Context: an optimization exercise on an open-source flow, tuned for small area. The choices shown serve that exercise and are no tape-out recipe. Only simulation tests tie the RTL to the original design; equivalence was not proved. Power figures rest on the tool's default switching activity, not on a simulated workload.

Design main, start of the top module:
module main(clk, vs_vga, hs_vga, RED, GREEN, BLUE, SWITCH, BUTTON);
Size in the first run: about 1400 cells after synthesis, about 130 flip-flops, ~19 I/O pins, roughly 0.011 mm² of cells after synthesis.
make LEC_CHECK=0 CAP_MARGIN=20 CORE_MARGIN=2 CORE_UTILIZATION=40 CTS_BUF_LIST='sky130_fd_sc_hd__clkbuf_4 sky130_fd_sc_hd__clkbuf_8' CTS_CLUSTER_DIAMETER=100 CTS_CLUSTER_SIZE=30 SLEW_MARGIN=20 finish   # period 20.0 ns
run.sh (not shown) runs the stock make flow with config.mk's settings and CLKGATE_MAP_FILE= SYNTH_SCRIPT=/design/flow/synth_recipe.tcl, a recipe that flattens the netlist after the stock synthesis.
Then changed:
- ABC_AREA: default -> 1
After rerunning:
- The new run passed the timing, design-rule and antenna checks
- flip-flop and latch count is unchanged
- synthesized cell count is higher by about 10%
- setup slack got worse by 0.25 ns
- clock power is lower by 8.5%
- design area went down by about 3%
- synthesized area came out lower by 3.2%
- global-route usage decreases by 0.21 points
- count of clock-buffer cells in the layout decreases by 2
- die area came out lower by about 3%
- wire length came out lower by 3.9%

========
Starting RTL as in the previous note.
Design main, start of the top module:
module main(clk, vs_vga, hs_vga, RED, GREEN, BLUE, SWITCH, BUTTON);
export LEC_CHECK = 0
export ABC_AREA = 1
export CAP_MARGIN = 20
export CORE_MARGIN = 2
export CORE_UTILIZATION = 40
export CTS_BUF_LIST = sky130_fd_sc_hd__clkbuf_4 sky130_fd_sc_hd__clkbuf_8
export CTS_CLUSTER_DIAMETER = 100
export CTS_CLUSTER_SIZE = 30
export SLEW_MARGIN = 20
create_clock -name core_clock -period 20.0 [get_ports {clk}]
standard.sh (not shown) runs the stock make flow with config.mk's settings and CLKGATE_MAP_FILE= SYNTH_SCRIPT=/design/flow/synth_recipe.tcl, a recipe that flattens the netlist after the stock synthesis.
==> flow/flow/run.sh <==
#!/bin/bash
# Layout flow: the standard synthesis, then the combinational logic
# between the standard synthesis's cells that are kept as they are (its
# registers with their names, its adder cells and tie cells) is optimised
# again with ABC (&deepsyn), then the standard layout from floorplan on.
# Each tool writes its full output to a log file in this folder.
set -e
LIB=$FLOW_HOME/platforms/$FLOW_PLATFORM/lib/sky130_fd_sc_hd__tt_025C_1v80.lib
YOSYS=$(command -v yosys || echo $FLOW_HOME/../tools/install/yosys/bin/yosys)
R=orfs/results/$FLOW_PLATFORM/main/base

bash standard.sh synth > run_synth.log 2>&1

cp $R/1_2_yosys.v reopt_in.v
python3 flow/cells2expr.py reopt_in.v reopt_conv.v $LIB > reopt_conv.log 2>&1
DONT_USE=$(grep -o 'cell *( *"\?sky130_fd_sc_hd__\(lpflow\|probe\)[a-z0-9_]*' $LIB | sed 's/.*(\s*"\?//' | sort -u | sed 's/^/-dont_use /' | tr '\n' ' ')
$YOSYS -l reopt_yosys.log -p "read_liberty -lib $LIB; read_verilog reopt_conv.v; hierarchy -top $FLOW_TOP; techmap; opt -fast; abc -script flow/deep.script -liberty $LIB $DONT_USE; opt_clean -purge; splitnets; opt_clean -purge; hilomap -singleton -hicell sky130_fd_sc_hd__conb_1 HI -locell sky130_fd_sc_hd__conb_1 LO; insbuf -buf sky130_fd_sc_hd__buf_4 A X; check -assert -mapped; tee -o reopt_stat.txt stat -liberty $LIB; write_verilog -noattr -nohex -nodec reopt_out.v" > /dev/null
cp reopt_out.v $R/1_2_yosys.v

bash standard.sh finish > run_finish.log 2>&1
==> flow/flow/deep.script <==
&get -n
&st
&deepsyn -T 240
&nf
&put
mfs2
&get -n
&st
&dch
&nf
&put
Other scripts of this flow, unchanged in this note and not shown: flow/flow/cells2expr.py
The first run completed with no timing, DRC or antenna violations.
Edit:
--- a/flow/flow/run.sh
+++ b/flow/flow/run.sh
@@ -4,3 +4,4 @@
 # registers with their names, its adder cells and tie cells) is optimised
-# again with ABC (&deepsyn), then the standard layout from floorplan on.
+# again with ABC (&deepsyn), then the standard layout from floorplan on,
+# with a clock tree built without dummy loads.
 # Each tool writes its full output to a log file in this folder.
@@ -19,2 +20,4 @@
 
+# Clock tree: the standard flow's settings from config.mk, without dummy loads.
+export CTS_ARGS="-sink_clustering_enable -repair_clock_nets -sink_clustering_size 30 -sink_clustering_max_diameter 100 -buf_list {sky130_fd_sc_hd__clkbuf_4 sky130_fd_sc_hd__clkbuf_8} -dont_use_dummy_load"
 bash standard.sh finish > run_finish.log 2>&1
Worst hold slack degrades by 10 ps.
Utilization goes down by 0.71 points.
Area after synthesis is unchanged.
Clock power drops by 30%.
Total power decreases by 12%.
Final area shrinks by 1.6%.
Edit:
==> flow/flow/deep.script (replaced) <==
&get -n
&st
&deepsyn -T 1000
&nf
&put
mfs2
&get -n
&st
&dch
&nf
&put
After rerunning: The new run went through all stages and came out clean; register-to-register slack gets better by 20 ps; critical path depth is unchanged; final cell count shrinks by 0.77%; worst setup slack gets better by 25 ps; design area shrinks by 0.44%; first-iteration DRC count shrinks by 7.7%; hold slack gets better by 3.0 ps; total power is about the same; non-clock buffer count grows by 4.
Edit:
==> flow/flow/deep.script (replaced) <==
&get -n
&st
&deepsyn -T 600
&nf
&put
mfs2
&get -n
&st
&dch
&nf
&put
What happened: Clock skew fell by 16 ps. Wire length stays flat. Setup slack gets better by 86 ps. Power fell by 0.72%. Clock power barely changes. Global-route usage fell by 0.15 points. Die area falls by 0.34%. Cell area fell by 0.35%.

==> re-timing with driven ports <==
No port has a modelled driver above. Below, the same layouts with a new extraction and two added sets of constraints.
Step 1 sets driving cells, clkbuf_16 on the clock port and buf_2 on the other inputs (assumed; they add their load-dependent delay and slew).
Step 2 adds t to the input delays and takes it off the output delays; t is the mean of the earliest and latest rising clock arrival at the registers after step 1. Input paths then give back, and output paths get back, about the clock's delay inside the block.
Slacks: ideal ports / drivers / drivers and shift; pairs: ideal ports / drivers.
run	t, ns	setup WS [ns]	worst setup path at the end	worst register clock-pin slew, ns	worst slew at a driven data input, ns
the first run of note 1	0.502	11.076 / 11.076 / 11.076	register to register	0.09 / 0.09	0.04
the second run of note 1	0.506	10.826 / 10.826 / 10.826	register to register	0.10 / 0.10	0.03
the first run of note 2	0.490	10.637 / 10.637 / 10.637	register to register	0.10 / 0.10	0.03
the second run of note 2	0.488	10.574 / 10.574 / 10.574	register to register	0.09 / 0.09	0.03
the third run of note 2	0.486	10.599 / 10.599 / 10.599	register to register	0.09 / 0.09	0.03
the fourth run of note 2	0.490	10.685 / 10.685 / 10.685	register to register	0.08 / 0.08	0.03
After both steps setup and hold are still met in every run listed.
